From an optimization exercise on the open Yosys and OpenROAD flow, aimed at small area, a short achievable clock period and few clock cycles per item; shortcuts taken in it are not production practice. In this exercise RTL edits were held to simulation tests only and were not proved equivalent to the original. No activity file was given, so power comes from the tool's default toggle rates.

==> design.v <==
module demosaic(clk, reset, in_en, data_in, wr_r, addr_r, wdata_r, rdata_r, wr_g, addr_g, wdata_g, rdata_g, wr_b, addr_b, wdata_b, rdata_b, done);
input clk;
input reset;
input in_en;
input [7:0] data_in;
output reg wr_r;
output reg [13:0] addr_r;
output reg [7:0] wdata_r;
input [7:0] rdata_r;
output reg wr_g;
output reg [13:0] addr_g;
output reg [7:0] wdata_g;
input [7:0] rdata_g;
output reg wr_b;
output reg [13:0] addr_b;
output reg [7:0] wdata_b;
input [7:0] rdata_b;
output reg done;
localparam INIT = 0;
localparam READ_DATA = 1;
localparam Bilinear = 2;
localparam type_a = 3;
localparam type_b = 4;
localparam type_c = 5;
localparam type_d = 6;
localparam dobeter = 7;
localparam FINISH = 8;
reg [3:0] state, nextState;
reg [13:0] center;  
reg [2:0] counter; 
reg [9:0] r_Sum, g_Sum, b_Sum;  
wire [6:0] x_add1,x_minus1,y_add1,y_minus1;
wire [13:0] center_delay;
assign center_delay = center - 14'd1;
assign x_add1 = center_delay[13:7] + 7'd1;
assign x_minus1 = center_delay[13:7] - 7'd1;
assign y_add1 = center_delay[6:0] + 7'd1 ;
assign y_minus1 = center_delay[6:0] - 7'd1;
always @(posedge clk or posedge reset) begin
	if(reset) state <= INIT;
	else state <= nextState;
end
always @(*) begin
	case (state)
		INIT: nextState = (in_en)? READ_DATA : INIT;
		READ_DATA: nextState = (center == 14'd16383)? Bilinear : READ_DATA;
		Bilinear:begin
			if ( center==14'd16383 ) begin 
				nextState = FINISH;
			end
			else if ( center[13:7]==7'd0 || center[13:7]==7'd127 || center[6:0]==7'd0 || center[6:0]==7'd127 ) begin 
				nextState = Bilinear;
			end
			else if ( center[7]==1'd1 && center[0]==1'd0 ) begin 
				nextState = type_b;
			end
			else if ( center[7]==1'd0 && center[0]==1'd0 ) begin 
				nextState = type_d;
			end
			else if ( center[7]==1'd1 && center[0]==1'd1 ) begin 
				nextState = type_a;
			end
			else if ( center[7]==1'd0 && center[0]==1'd1 ) begin 
				nextState = type_c;
			end
			else begin
				nextState = Bilinear;
			end
		end
		type_b: nextState = (counter == 3'd5)? Bilinear : type_b;
		type_d: nextState = (counter == 3'd3)? Bilinear : type_d;
		type_a: nextState = (counter == 3'd3)? Bilinear : type_a;
		type_c: nextState = (counter == 3'd5)? Bilinear : type_c;
		FINISH: nextState = FINISH;
		default: nextState = INIT;
	endcase
end
always @(posedge clk or posedge reset) begin
	if (reset) begin
		done <= 1'd0;
		wr_r <= 1'd0;
		wr_g <= 1'd0;
		wr_b <= 1'd0;
		addr_r <= 14'd0;
		addr_g <= 14'd0;
		addr_b <= 14'd0;
		wdata_r <= 8'd0;
		wdata_g <= 8'd0;
		wdata_b <= 8'd0;
		center <= {7'd0 , 7'd0};
		counter <= 3'd0;
		r_Sum <= 9'd0; 
		g_Sum <= 9'd0; 
		b_Sum <= 9'd0; 
	end
	else begin
		case (state)
			INIT:begin
				if (in_en) begin
					done <= 1'd0;
				end
				wr_g <= 1'd1;
				addr_g <= 14'd0;
				wdata_g <= data_in;
			end
			READ_DATA:begin
				wr_r <= 1'd0;
				wr_g <= 1'd0;
				wr_b <= 1'd0;
				addr_r <= 14'd0;
				addr_g <= 14'd0;
				addr_b <= 14'd0;
				wdata_r <= 8'd0;
				wdata_g <= 8'd0;
				wdata_b <= 8'd0;
				if (center==14'd0) begin
					center <= 14'd2;
					wr_r <= 1'd1;
					addr_r <= 14'd1;
					wdata_r <= data_in;
				end
				else begin
					if ( (center[7]==1'd0 && center[0]==1'd0) || (center[7]==1'd1 && center[0]==1'd1) ) begin
						wr_g <= 1'd1;
						addr_g <= center;
						wdata_g <= data_in;
					end
					else if ( center[7]==1'd1 ) begin
						wr_b <= 1'd1;
						addr_b <= center;
						wdata_b <= data_in;
					end
					else begin
						wr_r <= 1'd1;
						addr_r <= center;
						wdata_r <= data_in;
					end
					center <= center + 14'd1;
				end
			end
			Bilinear: begin
				wr_r <= 1'd0;
				wr_g <= 1'd0;
				wr_b <= 1'd0;
				counter <= 3'd0;
				center <= center + 14'd1;
				r_Sum <= 10'd0;
				g_Sum <= 10'd0;
				b_Sum <= 10'd0;
			end
			type_b: begin
				wr_r <= 1'd0;
				wr_g <= 1'd0;
				wr_b <= 1'd0;
				addr_r <= 14'd0;
				addr_g <= 14'd0;
				addr_b <= 14'd0;
				wdata_r <= 8'd0;
				wdata_g <= 8'd0;
				wdata_b <= 8'd0;
				if ( counter==3'd0 ) begin
					r_Sum <= 1'd0;
					g_Sum <= 1'd0;
					addr_r <= {x_minus1, y_minus1};
					addr_g <= {x_minus1, center_delay[6:0]};
				end
				else if ( counter==3'd1 ) begin
					r_Sum <= rdata_r;
					g_Sum <= rdata_g;
					addr_r <= {x_add1, y_minus1};
					addr_g <= {x_add1, center_delay[6:0]};
				end
				else if ( counter==3'd2 ) begin
					r_Sum <= r_Sum + rdata_r;
					g_Sum <= g_Sum + rdata_g;
					addr_r <= {x_minus1, y_add1};
					addr_g <= {center_delay[13:7], y_minus1};
				end
				else if ( counter==3'd3 ) begin
					r_Sum <= r_Sum + rdata_r;
					g_Sum <= g_Sum + rdata_g;
					addr_r <= {x_add1, y_add1};
					addr_g <= {center_delay[13:7], y_add1};
				end
				else if ( counter==3'd4 ) begin
					wr_r <= 1'd1;
					addr_r <= center_delay;
					wdata_r <= (r_Sum + rdata_r)>>2;
					wr_g <= 1'd1;
					addr_g <= center_delay;
					wdata_g <= (g_Sum + rdata_g)>>2;
				end
				counter <= counter + 3'd1;
			end
			type_d: begin
				wr_r <= 1'd0;
				wr_g <= 1'd0;
				wr_b <= 1'd0;
				addr_r <= 14'd0;
				addr_g <= 14'd0;
				addr_b <= 14'd0;
				wdata_r <= 8'd0;
				wdata_g <= 8'd0;
				wdata_b <= 8'd0;
				if ( counter==3'd0 ) begin
					r_Sum <= 1'd0;
					b_Sum <= 1'd0;
					addr_r <= {center_delay[13:7], y_minus1};
					addr_b <= {x_minus1, center_delay[6:0]};
				end
				else if ( counter==3'd1 ) begin
					r_Sum <= rdata_r;
					b_Sum <= rdata_b;
					addr_r <= {center_delay[13:7], y_add1};
					addr_b <= {x_add1, center_delay[6:0]};
				end
				else if ( counter==3'd2 ) begin
					wr_r <= 1'd1;
					addr_r <= center_delay;
					wdata_r <= (r_Sum + rdata_r)>>1;
					wr_b <= 1'd1;
					addr_b <= center_delay;
					wdata_b <= (b_Sum + rdata_b)>>1;
				end
				counter <= counter + 3'd1;
			end
			type_a: begin
				wr_r <= 1'd0;
				wr_g <= 1'd0;
				wr_b <= 1'd0;
				addr_r <= 14'd0;
				addr_g <= 14'd0;
				addr_b <= 14'd0;
				wdata_r <= 8'd0;
				wdata_g <= 8'd0;
				wdata_b <= 8'd0;
				if ( counter==3'd0 ) begin
					r_Sum <= 1'd0;
					b_Sum <= 1'd0;
					addr_r <= {x_minus1, center_delay[6:0]};
					addr_b <= {center_delay[13:7], y_minus1};
				end
				else if ( counter==3'd1 ) begin
					r_Sum <= rdata_r;
					b_Sum <= rdata_b;
					addr_r <= {x_add1, center_delay[6:0]};
					addr_b <= {center_delay[13:7], y_add1};
				end
				else if ( counter==3'd2 ) begin
					wr_r <= 1'd1;
					addr_r <= center_delay;
					wdata_r <= (r_Sum + rdata_r)>>1;
					wr_b <= 1'd1;
					addr_b <= center_delay;
					wdata_b <= (b_Sum + rdata_b)>>1;
				end
				counter <= counter + 3'd1;
			end
			type_c: begin
				wr_r <= 1'd0;
				wr_g <= 1'd0;
				wr_b <= 1'd0;
				addr_r <= 14'd0;
				addr_g <= 14'd0;
				addr_b <= 14'd0;
				wdata_r <= 8'd0;
				wdata_g <= 8'd0;
				wdata_b <= 8'd0;
				if ( counter==3'd0 ) begin
					g_Sum <= 1'd0;
					b_Sum <= 1'd0;
					addr_g <= {x_minus1, center_delay[6:0]};
					addr_b <= {x_minus1, y_minus1};
				end
				else if ( counter==3'd1 ) begin
					g_Sum <= rdata_g;
					b_Sum <= rdata_b;
					addr_g <= {x_add1, center_delay[6:0]};
					addr_b <= {x_add1, y_minus1};
				end
				else if ( counter==3'd2 ) begin
					g_Sum <= g_Sum + rdata_g;
					b_Sum <= b_Sum + rdata_b;
					addr_g <= {center_delay[13:7], y_minus1};
					addr_b <= {x_minus1, y_add1};
				end
				else if ( counter==3'd3 ) begin
					g_Sum <= g_Sum + rdata_g;
					b_Sum <= b_Sum + rdata_b;
					addr_g <= {center_delay[13:7], y_add1};
					addr_b <= {x_add1, y_add1};
				end
				else if ( counter==3'd4 ) begin
					wr_g <= 1'd1;
					addr_g <= center_delay;
					wdata_g <= (g_Sum + rdata_g)>>2;
					wr_b <= 1'd1;
					addr_b <= center_delay;
					wdata_b <= (b_Sum + rdata_b)>>2;
				end
				counter <= counter + 3'd1;
			end
			FINISH: begin
				done <= 1'd1;
			end
		endcase
	end
end
endmodule
==> run.sh <==
#!/bin/bash
# synth_recipe.tcl (not shown) runs the flow's synth.tcl, then flattens the netlist and writes it again
# the make line also repeats each setting of config.mk as NAME=value (left out here)
make -C /OpenROAD-flow-scripts/flow DESIGN_CONFIG=/design/flow/config.mk WORK_HOME=/design/flow/orfs CLKGATE_MAP_FILE= SYNTH_SCRIPT=/design/flow/synth_recipe.tcl finish
==> config.mk <==
export PLATFORM = sky130hd
export DESIGN_NAME = demosaic
export DESIGN_NICKNAME = demosaic
export VERILOG_FILES = /design/flow/design.v
export SDC_FILE = /design/flow/constraint.sdc
export NUM_CORES = 4
export LEC_CHECK = 0
export CAP_MARGIN = 20
export CORE_MARGIN = 2
export CORE_UTILIZATION = 40
export SLEW_MARGIN = 20
==> constraint.sdc <==
create_clock -name core_clock -period 5.0 [get_ports {clk}]
set_input_delay 1.0000 -clock core_clock [delete_from_list [all_inputs] [get_ports {clk}]]
set_output_delay 1.0000 -clock core_clock [all_outputs]
set_load 0.01 [all_outputs]
==> summary.txt <==
area by class of cell:
class	instances	share of cell area
inverters	37	0.0129
repair buffers	129	0.110
well taps	285	0.0320
multi-input cells	870	0.515
clock inverters	15	0.0192
flip-flops and latches	121	0.272
clock buffers	17	0.0382
synth_stat cells, drive strengths merged (5+ instances only):
cell,number,area [um^2]
or3,10,67.6
nor2,91,342
buf,16,77.6
xnor2,41,359
clkbuf,64,240
o21bai,6,45.0
or2,6,37.5
a21oi,89,445
a221o,14,140
a22o,8,70.1
a221oi,15,131
and2,9,56.3
a22oi,22,165
o211ai,13,97.6
xor2,15,131
nand3,34,170
nand3b,5,37.5
and3,17,106
a32oi,6,52.6
o22ai,8,50.1
o221ai,13,114
nand4,10,62.6
a21o,7,52.6
nor3,23,115
nand2b,6,37.5
a31oi,10,62.6
nor4,13,103
a211oi,11,82.6
nor2b,9,56.3
ha,40,500
o31ai,10,75.1
mux2i,12,120
a222oi,20,200
inv,36,135
dfrtp,121,3030
nand2,116,435
o21ai,90,454
through the flow:
stage,cells,util
2_1_floorplan,1108,-
3_3_place_gp,1442,0.463
3_5_place_dp,1442,0.463
4_1_cts,1474,0.491
5_1_grt,1474,0.492
6_report,1474,0.492
worst max-delay path, stage by stage, from the launching register on:
cell,delay (ns)
dfrtp_1,0.62
inv_1,0.37
ha_1,0.37
or3b_1,0.59
o31ai_1,0.35
nand2_1,0.21
inv_1,0.15
ha_1,0.20
o31ai_1,0.10
nor4b_1,0.55
xnor2_1,0.20
o211ai_1,0.20
o211ai_1,0.14
o221ai_1,0.22
kinds of logic after synthesis:
logic type,count (synthesis),share of synthesized area
compound gates,385,0.288
xor+xnor,58,0.0582
fa+ha+maj,43,0.0609
buf+inv,117,0.0496
flops,121,0.329
mux,15,0.0180
simple gates,369,0.196
final timing paths:
check / cells after the start / endpoint / slack (ns)
worst max-delay path: 13 / addr_r[11] / 0.60
worst min-delay path: 2 / addr_r[9] / 0.49
worst max register to register: 13 / addr_r[11] / 0.60
worst min register to register: 2 / addr_r[9] / 0.49
max in group asynchronous: 3 / g_Sum[2] / 3.07
min in group asynchronous: 2 / r_Sum[0] / 1.06
per-layer routing:
metal	wire [um]	vias to the layer above
met5	0	-
met4	1210	0
met3	3680	96
met2	15900	565
met1	14800	4666
li1	-	4303
flip-flops by register name, indices dropped and copies added, names as in the netlist, 10 cells and up:
name    cells
addr_b     14
addr_g     14
addr_r     14
center     14
b_Sum      10
g_Sum      10
r_Sum      10
power groups by stage:
stage	combinational (W)	clock [W]	sequential, W
after floorplan	0.0000923	0	0.00101
after global placement	0.000164	0	0.00100
after detailed placement	0.000165	0	0.00100
after CTS	0.000166	0.00140	0.000987
after global routing	0.000183	0.00144	0.000987
final	0.000165	0.00139	0.000987
==> impl_metrics.env <==
export IMPL_die_height_um=156
export IMPL_p_leak_nw=4.66
export IMPL_maxCapViolations=0
export IMPL_hold_viol_final=0
export IMPL_final_cell_mix="dfrtp_1, nand2_1, clkdlybuf4s50_1, nor2_1, a21oi_1"
export IMPL_first_global_vias=9195
export IMPL_avgViaCountPerCell=6.53
export IMPL_postCtsSetupBuffers=0
export IMPL_drt_initial_drc_count=1244
export IMPL_drive_gt1_frac=0.0690
export IMPL_finalSetupTns_ns=0
export IMPL_final_setup_viol_count=0
export IMPL_wl_per_cell_um=24.2
export IMPL_ioPinCount=105
export IMPL_cts_repair_resized=0
export IMPL_finalCriticalPeriod_ns=4.40
export IMPL_synth_warnings=1
export IMPL_tightest_slew_ns=1.16
export IMPL_syn_to_final_growth_pct=21.0
export IMPL_ys_seq_elements=121
export IMPL_multiInputGateArea_um2=5740
export IMPL_p_sw_frac=0.251
export IMPL_num_vias=9630
export IMPL_critPathLaunchType="flip-flop"
export IMPL_clk_latency_ns=0.44
export IMPL_drtPass1Iterations=7
export IMPL_relSlewSlack=0.224
export IMPL_fmax_mhz=227
export IMPL_n_antenna_cell=0
export IMPL_fillers=2176
export IMPL_p_switching_w=0.000638
export IMPL_cp_data_arrival_time_ns=4.72
export IMPL_finClkSkew_ns=0.00855
export IMPL_cts_made_buffers=17
export IMPL_maxSlewViolCount=0
export IMPL_portBuffers=104
export IMPL_clk_path_buf_depth=2
export IMPL_post_synth_inst_count=1108
export IMPL_place_congestion=0.978
export IMPL_rows=55
export IMPL_start_util=0.406
export IMPL_pwr_density_cell_nw_per_um2=228
export IMPL_comb_power_share=0.065
export IMPL_power_frac_clock=0.547
export IMPL_grt_util_met1=0.395
export IMPL_vdd_ir_drop_worst_uv=194
export IMPL_synth_edf_count=0
export IMPL_routed_wl_um=35700
export IMPL_avgSynthCellArea_um2=8.30
export IMPL_dieArea_um2=24200
export IMPL_hp_class="reg -> reg"
export IMPL_drcViolationCount=0
export IMPL_whs_ns=0.486
export IMPL_nets=1254
export IMPL_ys_flop_type="dfrtp_1"
export IMPL_grt_overflow=0
export IMPL_syn_nets=1186
export IMPL_min_from="addr_r[9]"
export IMPL_path_clk_slew_ns=0.06
export IMPL_busiest_layer="met2"
export IMPL_async_flop_share=1.00
export IMPL_use_met3=0.0686
export IMPL_finalPower_w=0.00254
export IMPL_use_met2=0.461
export IMPL_p_int_w=0.00190
export IMPL_post_route_period_util=0.880
export IMPL_pre_cts_slack_ns=0.793
export IMPL_die_w_um=156
export IMPL_worstReg2RegStart="center[0]"
export IMPL_setup_ws_ns=0.602
export IMPL_antenna_found_initial=0
export IMPL_startpoint="center[0]"
export IMPL_ant_nets=0
export IMPL_grt_max_degree=76
export IMPL_placed_cell_area_um2=10500
export IMPL_yosys_cell_types_count=84
export IMPL_grt_pass1_wl_um=54300
export IMPL_core_area_um2=22600
export IMPL_grtUsageTotal=0.293
export IMPL_p_seq_frac=0.388
export IMPL_seq_area_um2=3030
export IMPL_worstSetupPathType="reg -> reg"
export IMPL_required_ns=5.33
export IMPL_cts_sinks=121
export IMPL_hpwlAfterDp_um=25400
export IMPL_finalInstanceArea_um2=11100
export IMPL_outcome="finished clean"
export IMPL_htree_levels=4
export IMPL_clock_tree_root_cell="clkbuf_16"
export IMPL_worst_setup_path_end_kind="flip-flop"
export IMPL_yosysSeqAreaShare=0.329
export IMPL_layout_commonest_cell="dfrtp_1"
export IMPL_synth_cell_area_um2=9200
export IMPL_grt_setup_unrepaired="no"
export IMPL_path_max_fanout=21
export IMPL_cts_tree="yes"
export IMPL_ctsHoldBuffers=0
Testbench counts, summed over its fixed seeds: cycles 897,200, images 8.

what the ideal ports hide:
In the flow no input, the clock included, has a driving cell. The finished layout below was timed again as built, in two steps. Step 1 (the two cells are an assumption about what drives the block):
set clk [get_ports {clk}]
set_driving_cell -lib_cell sky130_fd_sc_hd__clkbuf_16 $clk
set_driving_cell -lib_cell sky130_fd_sc_hd__buf_2 [delete_from_list [all_inputs] $clk]
Step 2 adds t to the input delays and takes it off the output delays; t is the mean of the earliest and latest rising clock arrival at the registers after step 1. Input paths then give back, and output paths get back, about the clock's delay inside the block. Slacks: ideal / step 1 / step 2; pairs: ideal / step 1.
t, ns: 0.484
slack for setup (ns): 0.602 / 0.602 / 0.602
clock arrival spread, ns: 0.009 / 0.008
After both steps setup and hold are still met in this run. For this run, drivers alone change the setup slack by 0.000 ns; drivers and shift together by 0.000 ns.
